This design comes from an exercise in tuning for small area on the open sky130 flow, not from production work.
Function not checked in this run: the RTL went through the layout flow alone.
Power figures rest on the tool's default switching activity, not on a simulated workload.

## design/flow/config.mk

```make
export PLATFORM = sky130hd
export DESIGN_NAME = ChrisLinn
export DESIGN_NICKNAME = ChrisLinn
export VERILOG_FILES = /design/flow/design.v
export SDC_FILE = /design/flow/constraint.sdc
export NUM_CORES = 4
export LEC_CHECK = 0
export CAP_MARGIN = 20
export CORE_MARGIN = 2
export CORE_UTILIZATION = 40
export SLEW_MARGIN = 20
```

## design/flow/constraint.sdc

```tcl
create_clock -name core_clock -period 10.0 [get_ports {clk}]
set_input_delay 2.0000 -clock core_clock [delete_from_list [all_inputs] [get_ports {clk}]]
set_output_delay 2.0000 -clock core_clock [all_outputs]
set_load 0.01 [all_outputs]
```

## design/flow/design.v

```verilog
module ChrisLinn(clk,rst,k1,k2,k3,k4,k5,k6,k7,hK,lK,out,bugO,yimashuchu);
	input clk,rst;
	input k1,k2,k3,k4,k5,k6,k7,hK,lK;
	output out,bugO;
	output [4:0] yimashuchu;
	wire d1,d2,d3,d4,d5,d6,d7,dh,dl;
	BugKiller inst13(.in(k1),.clk1M(clk),.rst(rst),.out(d1));
	BugKiller inst14(.in(k2),.clk1M(clk),.rst(rst),.out(d2));
	BugKiller inst15(.in(k3),.clk1M(clk),.rst(rst),.out(d3));
	BugKiller inst16(.in(k4),.clk1M(clk),.rst(rst),.out(d4));
	BugKiller inst17(.in(k5),.clk1M(clk),.rst(rst),.out(d5));
	BugKiller inst18(.in(k6),.clk1M(clk),.rst(rst),.out(d6));
	BugKiller inst19(.in(k7),.clk1M(clk),.rst(rst),.out(d7));
	BugKiller inst20(.in(hK),.clk1M(clk),.rst(rst),.out(dh));
	BugKiller inst21(.in(lK),.clk1M(clk),.rst(rst),.out(dl));
	AngryPuppy inst2(.in1(d1),.in2(d2),.in3(d3),.in4(d4),.in5(d5),.in6(d6),.in7(d7),
		.hKey(dh),.lKey(dl),.signal(yimashuchu));
	Gen inst(.signal(yimashuchu),.clk1M(clk),.rst(rst),.out(out));
	assign bugO = d1;
endmodule
module BugKiller (in,clk1M,rst,out);
	input  in,clk1M,rst;
	output out;
	wire in,clk1M;
	reg out;
	reg [19:0] ti;
	reg [2:0] sta;
	always @ (posedge clk1M)
		if(rst)
		begin
			ti=0;
			sta=3'b000;
			out=1;
		end
		else
		begin
			ti=ti+1;	
			case(sta)
				3'b000 :
							begin
								if(in==1)
									sta=3'b000;
								else 
									begin
										sta=3'b001;
										ti=0;
									end
							end
				3'b001 :
							begin
								if(ti<10000)
									sta=3'b001;
								else	
									sta=3'b010;
							end
				3'b010 :
							begin
								if(in==1)
									sta=3'b000;
								else
									sta=3'b011;
							end
				3'b011 :
							begin
								if(in==1)
									begin
										sta=3'b100;
										ti=0;
									end
								else
									sta=3'b011;
							end						
				3'b100 :
							begin
								if(ti<200000)
									sta=3'b100;
								else
										sta=3'b101;
							end
				3'b101 :
							begin
								if(in==1)
									sta=3'b000;
								else
									sta=3'b011;
							end
			endcase
			case(sta)
				3'b000 : out=1;
				3'b001 : out=1;
				3'b010 : out=1;
				3'b011 : out=0;					
				3'b100 : out=0;
				3'b101 : out=0;
			endcase
		end
endmodule
module AngryPuppy (in1,in2,in3,in4,in5,in6,in7,hKey,lKey,signal);
	input  in1,in2,in3,in4,in5,in6,in7,hKey,lKey;
	output [4:0] signal;
	wire in1,in2,in3,in4,in5,in6,in7,hKey,lKey;
	reg [4:0] signal;
	always @(in1 or in2 or in3 or in4 or in5 or in6 or in7 or hKey or lKey)
		begin
			if(!hKey)
				begin
					if(!in1)      signal<=5'b10000;
					else if(!in2) signal<=5'b10001;
					else if(!in3) signal<=5'b10010;
					else if(!in4) signal<=5'b10011;
					else if(!in5) signal<=5'b10100;
					else if(!in6) signal<=5'b10101;
					else if(!in7) signal<=5'b10110;
					else 		  signal<=5'b11111;
				end
			else if(!lKey)
				begin
					if(!in1)      signal<=5'b01000;
					else if(!in2) signal<=5'b01001;
					else if(!in3) signal<=5'b01010;
					else if(!in4) signal<=5'b01011;
					else if(!in5) signal<=5'b01100;
					else if(!in6) signal<=5'b01101;
					else if(!in7) signal<=5'b01110;
					else 		  signal<=5'b11111;
				end
			else
				begin
					if(!in1) 	  signal<=5'b00000;
					else if(!in2) signal<=5'b00001;
					else if(!in3) signal<=5'b00010;
					else if(!in4) signal<=5'b00011;
					else if(!in5) signal<=5'b00100;
					else if(!in6) signal<=5'b00101;
					else if(!in7) signal<=5'b00110;
					else 		  signal<=5'b11111;
				end
		end
endmodule
module Gen(signal,clk1M,rst,out);
	input [4:0] signal;
	input clk1M;
	input rst;
	output out;
	wire [4:0] signal;
	reg [20:0] ti;
	wire clk1M;
	reg out;
	always @ (posedge clk1M)
		if(rst)
			begin
				ti=0;
				out=0;
			end
		else
			begin
				ti=ti+1;
				case(signal)
					5'b00000:
						if(ti<500000/523)		out=0;
						else if(ti>1000000/523) ti=0;
						else if(ti>500000/523) 	out=1;
					5'b00001:
						if(ti<500000/587)		out=0;
						else if(ti>1000000/587) ti=0;
						else if(ti>500000/587) 	out=1;
					5'b00010:
						if(ti<500000/659)		out=0;
						else if(ti>1000000/659) ti=0;
						else if(ti>500000/659) 	out=1;
					5'b00011:
						if(ti<500000/698)		out=0;
						else if(ti>1000000/698) ti=0;
						else if(ti>500000/698) 	out=1;
					5'b00100:
						if(ti<500000/784)		out=0;
						else if(ti>1000000/784) ti=0;
						else if(ti>500000/784) 	out=1;
					5'b00101:
						if(ti<500000/880)		out=0;
						else if(ti>1000000/880) ti=0;
						else if(ti>500000/880) 	out=1;
					5'b00110:
						if(ti<500000/998)		out=0;
						else if(ti>1000000/998) ti=0;
						else if(ti>500000/998) 	out=1;
					5'b01000:
						if(ti<1000000/523)		out=0;
						else if(ti>2000000/523) ti=0;
						else if(ti>1000000/523) out=1;
					5'b01001:
						if(ti<1000000/587)		out=0;
						else if(ti>2000000/587) ti=0;
						else if(ti>1000000/587) out=1;
					5'b01010:
						if(ti<1000000/659)		out=0;
						else if(ti>2000000/659) ti=0;
						else if(ti>1000000/659) out=1;
					5'b01011:
						if(ti<1000000/698)		out=0;
						else if(ti>2000000/698) ti=0;
						else if(ti>1000000/698) out=1;
					5'b01100:
						if(ti<1000000/784)		out=0;
						else if(ti>2000000/784) ti=0;
						else if(ti>1000000/784) out=1;
					5'b01101:
						if(ti<1000000/880)		out=0;
						else if(ti>2000000/880) ti=0;
						else if(ti>1000000/880) out=1;
					5'b01110:
						if(ti<1000000/998)		out=0;
						else if(ti>2000000/998) ti=0;
						else if(ti>1000000/998) out=1;
					5'b10000:
						if(ti<250000/523)		out=0;
						else if(ti>500000/523) 	ti=0;
						else if(ti>250000/523) 	out=1;
					5'b10001:
						if(ti<250000/587)		out=0;
						else if(ti>500000/587) 	ti=0;
						else if(ti>250000/587) 	out=1;
					5'b10010:
						if(ti<250000/659)		out=0;
						else if(ti>500000/659) 	ti=0;
						else if(ti>250000/659) 	out=1;
					5'b10011:
						if(ti<250000/698)		out=0;
						else if(ti>500000/698) 	ti=0;
						else if(ti>250000/698) 	out=1;
					5'b10100:
						if(ti<250000/784)		out=0;
						else if(ti>500000/784) 	ti=0;
						else if(ti>250000/784) 	out=1;
					5'b10101:
						if(ti<250000/880)		out=0;
						else if(ti>500000/880) 	ti=0;
						else if(ti>250000/880) 	out=1;
					5'b10110:
						if(ti<250000/998)		out=0;
						else if(ti>500000/998) 	ti=0;
						else if(ti>250000/998) 	out=1;
					5'b11111:
						begin
							out=0;
							ti=0;
						end
				endcase
	end
endmodule
```

## design/flow/run.sh

```bash
#!/bin/bash
# synth_recipe.tcl (not shown) runs the flow's synth.tcl, then flattens the netlist and writes it again
# the make line also repeats each setting of config.mk as NAME=value (left out here)
make -C /OpenROAD-flow-scripts/flow DESIGN_CONFIG=/design/flow/config.mk WORK_HOME=/design/flow/orfs CLKGATE_MAP_FILE= SYNTH_SCRIPT=/design/flow/synth_recipe.tcl finish
```

==> impl_metrics.yaml <==
run_status:
  outcome: "no timing/DRC/antenna violations"
finish:
  finish.instance_area_mm2: 0.0174
  nNetsFinal: 2130
  n_fill_cell: 4052
  num_antenna_cells: 0
  layout-drive-gt1-share: 0.0512
  seqCellArea_mm2: 0.00476
  layout_commonest_cell: "nor2_1"
  multi_input_area_mm2: 0.0106
  syn2layout_area_growth_pct: 7.77
  final_cell_mix: "nor2_1 (329), dfxtp_1 (238), nand2_1 (172)"
routing:
  final_antenna_net_count: 0
  firstDrtPassIters: 6
  routed_wl_mm: 44.5
  via_per_inst: 5.83
  vias: 15500
  drtIter0Drc: 1306
  drc: 0
  wl_per_cell_um: 16.8
synthesis:
  netlist_instances: 2196
  ys_types: 95
  yosys_warnings: 3
  syn_area_per_cell_um2: 7.36
  async_flop_share: 0
  ys_seq_area_frac: 0.295
  synth_edf_count: 0
  synth_area_mm2: 0.0162
  synth-seq-cells: 238
  synth-main-ff-cell: "dfxtp_1"
clock_network:
  cts_tree: "done"
  postCtsSetupBuffers: 0
  cts_resized: 0
  clock_latency_ps: 570
  clockBufferDepth: 3
  ctsHoldBuffers: 0
  cts_sinks: 238
  cts.clk_slew.worst_paths_ps: 70
  htree_levels: 1
  cts_made_buffers: 28
  ctsRootBufferMaster: "clkbuf_16"
timing:
  fmax_ghz: 0.194
  finalSetupViolations: 0
  hold_viol: 0
  tightest_slew_ps: 1030
  slew_violations: 0
  fin_skew_ps: 26.4
  maxSlewHeadroom: 0.308
  fin_crit_ps: 5160
  finalCritPeriodShare: 0.516
  tns_ps: 0
  rsz0062_at_grt: "no"
global_route:
  grt_pass1_vias: 13700
  antenna_found_initial: 1
  grtUsageTotal: 0.205
  grt_max_degree: 56
  grt_pass1_wl_mm: 71.5
  overflow: 0
die:
  die_w_um: 205
  design.core.area_mm2: 0.0398
  ios: 18
  design.die.area_mm2: 0.0420
  num_rows: 73
  start_util: 0.406
  die_y_um: 205
flow_run:
  maxCapViolations: 0
setup_path:
  cp_slowest_cell: "ha_1"
  path_cells: "ha_1 -> and3_1 -> and3_1 -> o2111ai_1 -> a211o_1 -> nor2_1 -> o311ai_0 -> a31oi_1 -> o2111ai_1 -> nor4_1 -> a41o_1 -> o311a_1"
  crit_type: "flip-flop to flip-flop"
  cp-start-kind: "flip-flop"
  worstPathMaxFanout: 23
  cpPeakStageDelay_ps: 840
  worstPathArrival_ps: 5670
  cp.required_ps: 10510
  crit_family: "compound AO/OA/AOI/OAI gates"
  path_buf_inv: 0
  end_kind: "flip-flop"
worst_hold_path:
  hp-class: "flip-flop to flip-flop"
place:
  placed_area_mm2: 0.0164
  port_buffers: 17
  dp_hpwl_mm: 31.9
  gp_congestion: 1.01
pwr:
  leakagePower_nw: 5.67
  power.total_mw: 2.20
  cellPowerDensity_mw_per_mm2: 126
  irDropWorstVdd_mv: 0.126
metrics by stage:
step / hold slack (ps) / setup WS, ps / util / std cells
after floorplan: 413 / 6490 / - / 2204
after global placement: 423 / 5090 / 0.413 / 2601
after detailed placement: 442 / 5060 / 0.413 / 2601
after CTS: 452 / 5040 / 0.437 / 2652
after global routing: 476 / 4590 / 0.438 / 2652
final: 445 / 4840 / 0.438 / 2652
worst paths after layout:
path                           start                      end  slack (ps)  cells past startpoint
max reg2reg    inst.ti[1]$_SDFF_PP0_    inst.out$_SDFFE_PP0P_        4840                     12
min reg2reg  inst17.ti[0]$_SDFF_PP0_  inst17.ti[0]$_SDFF_PP0_         440                      1
min          inst17.ti[0]$_SDFF_PP0_  inst17.ti[0]$_SDFF_PP0_         440                      1
max            inst.ti[1]$_SDFF_PP0_    inst.out$_SDFFE_PP0P_        4840                     12
cell families after synthesis:
kind of cell / count (synthesis) / synth area share
compound gates: 495 / 0.206
xor+xnor: 199 / 0.108
fa+ha+maj: 14 / 0.0107
buf+inv: 206 / 0.0516
flops: 238 / 0.295
mux: 7 / 0.00449
other cells: 1 / 0.000232
simple gates: 1036 / 0.324
power by group:
group / internal [mW] / leakage (nW) / switching [mW]
Combinational: 0.0495 / 3.27 / 0.0805
Clock: 0.661 / 0.466 / 0.420
Sequential: 0.968 / 1.93 / 0.0258
Total: 1.68 / 5.67 / 0.527
final cells by class:
class                           instances  share of cell area
Inverter                               53              0.0114
Clock inverter                         14              0.0125
Multi-Input combinational cell       1760               0.609
Tap cell                              525              0.0377
Timing Repair Buffer                   25              0.0129
Clock buffer                           37              0.0433
Sequential cell                       238               0.273
worst reg2reg max path, delay by kind of cell (launching register included):
| family | cells | cell delay (ps) |
|---|---|---|
| AOI/OAI and AO/OA | 7 | 1790 |
| and+or+nand+nor | 4 | 1780 |
| adders and majority gates | 1 | 840 |
| DFF | 1 | 710 |
synthesized netlist by cell type, drive strengths merged (18+ instances only):
master / n / area share
nor2: 330 / 0.077
dfxtp: 238 / 0.29
nand2: 173 / 0.040
clkbuf: 120 / 0.028
xnor2: 119 / 0.064
a21oi: 116 / 0.036
nand3: 112 / 0.035
o21ai: 106 / 0.033
nor3: 100 / 0.036
xor2: 80 / 0.044
nand4: 57 / 0.024
and3: 54 / 0.021
inv: 53 / 0.012
a31oi: 41 / 0.017
buf: 33 / 0.011
nor2b: 30 / 0.012
nand2b: 28 / 0.011
nor4: 28 / 0.013
or3: 28 / 0.011
a211oi: 21 / 0.0097
o211ai: 21 / 0.0097
or2: 18 / 0.0070
flip-flops by register name, summed over array words and instances, names as in the netlist, 3 cells and up:
signal      count
inst15.sta      3
inst21.sta      3
inst18.ti      20
inst20.sta      3
inst16.ti      20
inst18.sta      3
inst13.sta      3
inst19.sta      3
inst19.ti      20
inst14.sta      3
inst17.ti      20
inst21.ti      20
inst15.ti      20
inst20.ti      20
inst13.ti      20
inst16.sta      3
inst14.ti      20
inst17.sta      3
inst.ti        21
layer usage:
layer  wire (µm)  GRT usage  up-vias
li1            -          -     7691
met1       20400      0.281     7152
met2       19500      0.329      506
met3        3120     0.0339      115
met4        1390     0.0642        0
met5           0          0        -

## afterwards: timing with drivers on the ports
How much do the figures lean on ideal ports? The routed layout below was timed once more, with nothing changed but the port constraints. Step 1 assumes that a clkbuf_16 drives the clock port and a buf_2 every other input. Step 2, shift: input delay + t, output delay - t, t = (earliest + latest rising clock arrival at the registers) / 2. This alone moves slack from input paths to output paths. a / b / c = ideal ports / drivers / drivers and shift; a / b = the first two.
t, ns: 0.611
setup slack, ns: 4.839 / 4.839 / 4.839
worst hold slack (ns): 0.445 / 0.445 / 0.445
worst setup path after step 2: register to register
worst slew at a driven data input, ns: 0.06
After both steps this run still meets setup and hold. The setup slack of this run moves by 0.000 ns with the drivers and by 0.000 ns with both steps.
